Background: an optimization exercise with open tools, aiming at small area. Do not read the settings as production practice. At most, simulation tests tie the RTL to the original design; equivalence was not proved. No driver is modelled on the clock port, so clocking that relies on it looks cheaper here than on a real chip.

== main ==
==> module top, before the edit <==
module top #(
  parameter integer N = 64
)(
  input  wire clk,
  input  wire btn_start,
  input  wire rstn,
  output wire uart_tx_o,
  output wire [7:0] leds,
  output wire puf_launch,
  output wire [N-1:0] puf_challenge,
  input  wire puf_response
);
  reg [2:0] btn_sync;
  always @(posedge clk or negedge rstn) begin
    if (!rstn) btn_sync <= 3'b000;
    else       btn_sync <= {btn_sync[1:0], btn_start};
  end
  reg  [4:0] k;           
  reg  [3:0] s;           
  reg  [9:0] c;           
  reg        voted;
  wire quiet = ~k[4] & k[2] & ~k[1] & k[0];    
  wire idle  = quiet & ~k[3];
  wire pre   = quiet &  k[3];
  wire start = idle & ~btn_sync[2] & btn_sync[1];
  wire step   = pre & (s == 4'd9);
  wire launch = pre & ~s[0] & (s != 4'd4);
  wire sample = pre &  s[0] & (s != 4'd9) & (s != 4'd5);
  wire vote   = pre & (s == 4'd4);
  wire go     = pre & (s == 4'd5);
  wire tick = &c;
  wire lng  = (s == 4'd15) | (s == 4'd0);       
  wire [1:0] ones = c[1:0];
  always @(posedge clk) begin
    if (go)
      c <= 10'h006;
    else if (tick & ~quiet)
      c <= lng ? 10'h006 : 10'h00c;
    else begin
      c[9:2] <= c[8:1];
      if (start)
        c[1:0] <= 2'd0;
      else if (pre) begin
        if (sample & puf_response & ~&ones)
          c[1:0] <= ones + 2'd1;
      end else
        c[1:0] <= {c[0], c[9] ^ c[6]};
    end
    if (start)
      s <= 4'd9;
    else if (pre)
      s <= s + 4'd1;
    else if (tick)
      s <= (s == 4'd0) ? 4'd6 : s + 4'd1;
  end
  always @(posedge clk or negedge rstn) begin
    if (!rstn) begin
      k     <= 5'd5;
      voted <= 1'b0;
    end else begin
      if (start)
        k <= 5'd13;
      else if (go | (~quiet & tick & (s == 4'd0)))
        k <= k + 5'd1;
      if (vote) voted <= &ones;
    end
  end
  lfsr #(.W(N)) u_lfsr (
    .clk(clk), .rstn(rstn), .enable(step), .state(puf_challenge)
  );
  wire tx;
  uart_tx u_tx (.k(k), .s(s), .chal(puf_challenge), .voted(voted), .tx(tx));
  assign uart_tx_o  = quiet | tx;
  assign puf_launch = launch;
  assign leds       = {7'b0, voted};
endmodule
clock: 10.0 ns
lec_check: 0
cap_margin: 20
core_margin: 2
core_utilization: 72
place_density: 0.82
slew_margin: 20
standard.sh (not shown) runs the stock make flow with config.mk's settings and CLKGATE_MAP_FILE= SYNTH_SCRIPT=/design/flow/synth_recipe.tcl, a recipe that flattens the netlist after the stock synthesis.
==> flow/flow/run.sh <==
#!/bin/bash
# Own layout flow: the standard synthesis, its combinational logic re-mapped
# for area (flow/resynth.py; registers untouched), then the standard ORFS
# layout with buf_1 port buffers, one tie cell for all constant outputs, and
# clock buffers shrunk after CTS while the clock pin slews stay low.
set -euo pipefail
W=$(pwd)
P=${FLOW_PLATFORM:-sky130hd}
R=$W/orfs/results/$P/top/base

bash standard.sh synth > $W/synth.log 2>&1
cp $R/1_2_yosys.v $W/1_2_yosys.std.v
mkdir -p $W/resynth
python3 $W/flow/resynth.py $W/1_2_yosys.std.v $W/1_2_yosys.rs.v $W/resynth > $W/resynth.log 2>&1
cp $W/resynth/resynth_summary.log $W/resynth_summary.log
cp $W/1_2_yosys.rs.v $R/1_2_yosys.v
rm -f $R/1_synth.odb $R/1_synth.sdc

bash standard.sh \
  "BUFFER_PORTS_ARGS=-buffer_cell sky130_fd_sc_hd__buf_1" \
  "CTS_ARGS=$(cat $W/flow/cts_args.txt)" \
  "POST_CTS_TCL=$W/flow/shrink_clk.tcl" \
  $(cat $W/flow/make_vars.txt) \
  finish > $W/layout.log 2>&1
Other scripts of this flow, unchanged in this note and not shown: flow/flow/abc_scripts.txt, flow/flow/cts_args.txt, flow/flow/make_vars.txt, flow/flow/resynth.py, flow/flow/shrink_clk.tcl
Looking at the reports, main completed the entire flow and the layout it produced met the timing, design-rule and antenna checks.
Relative to main, the following input files were edited for the feature branch:
diff --git a/flow/design.v b/flow/design.v
--- a/flow/design.v
+++ b/flow/design.v
@@ -62,11 +62,11 @@
   wire idle  = quiet & ~k[3];
   wire pre   = quiet &  k[3];
   wire start = idle & ~btn_sync[2] & btn_sync[1];
-  wire step   = pre & (s == 4'd9);
-  wire launch = pre & ~s[0] & (s != 4'd4);
-  wire sample = pre &  s[0] & (s != 4'd9) & (s != 4'd5);
-  wire vote   = pre & (s == 4'd4);
-  wire go     = pre & (s == 4'd5);
+  wire step   = pre & (s == 4'd0);
+  wire launch = pre &  s[0] & ~(s[3] & s[1]);
+  wire sample = pre & ~s[0] & (s != 4'd0) & ~(s[3] & s[2]);
+  wire vote   = pre & s[3] & s[1] & s[0];
+  wire go     = pre & s[3] & s[2];
   wire tick = &c;
   wire lng  = (s == 4'd15) | (s == 4'd0);       
   wire [1:0] ones = c[1:0];
@@ -86,7 +86,9 @@
         c[1:0] <= {c[0], c[9] ^ c[6]};
     end
     if (start)
-      s <= 4'd9;
+      s <= 4'd0;
+    else if (go)
+      s <= 4'd6;
     else if (pre)
       s <= s + 4'd1;
     else if (tick)
Notes after the runs:
The feature branch has setup slack above what main had. Looking at proportion of layout cells with a drive suffix above 1 across main and the feature branch, the one that comes out lower is the feature branch. Compared with main, the feature branch shows a lower non-clock inverter count in the final layout. CTS clock-pin slew for the worst setup and hold paths: main vs the feature branch, no meaningful difference. Cell count up 1.6% in the feature branch wrt main. Compared to main, the routing of the feature branch uses more wire. The feature branch ended with more sequential share of layout area than main. Taking main as the reference, in the feature branch number of nets in the layout now sits higher, global-route wire length before repair now sits lower, met2 usage in global routing now sits higher, cell area after layout now sits lower. For the total number of vias, the feature branch came in 33 higher than main did.
Only the layout flow was run in main; the RTL was not checked for function there.

[re-timing with driven ports]
No port has a modelled driver above. Below, the same layouts with a new extraction and two added sets of constraints.
Step 1 sets driving cells, clkbuf_16 on the clock port and buf_2 on the other inputs (assumed; they add their load-dependent delay and slew).
Step 2 moves the port delays by t, midway between the first and last clock arrival at a register: inputs arrive t later, outputs are due t later. That takes back most of the time a late clock gives input paths.
a / b / c = ideal / step 1 / step 2; a / b = the first two.
run | t, ns | slack for setup (ns) | hold WS [ns] | worst setup path at the end
main | 0.526 | 3.771 / 3.744 / 4.270 | 0.353 / 0.353 / 0.353 | register to output
the feature branch | 0.538 | 4.322 / 4.293 / 4.830 | 0.391 / 0.391 / 0.391 | register to output
After both steps every run listed still meets setup and hold.
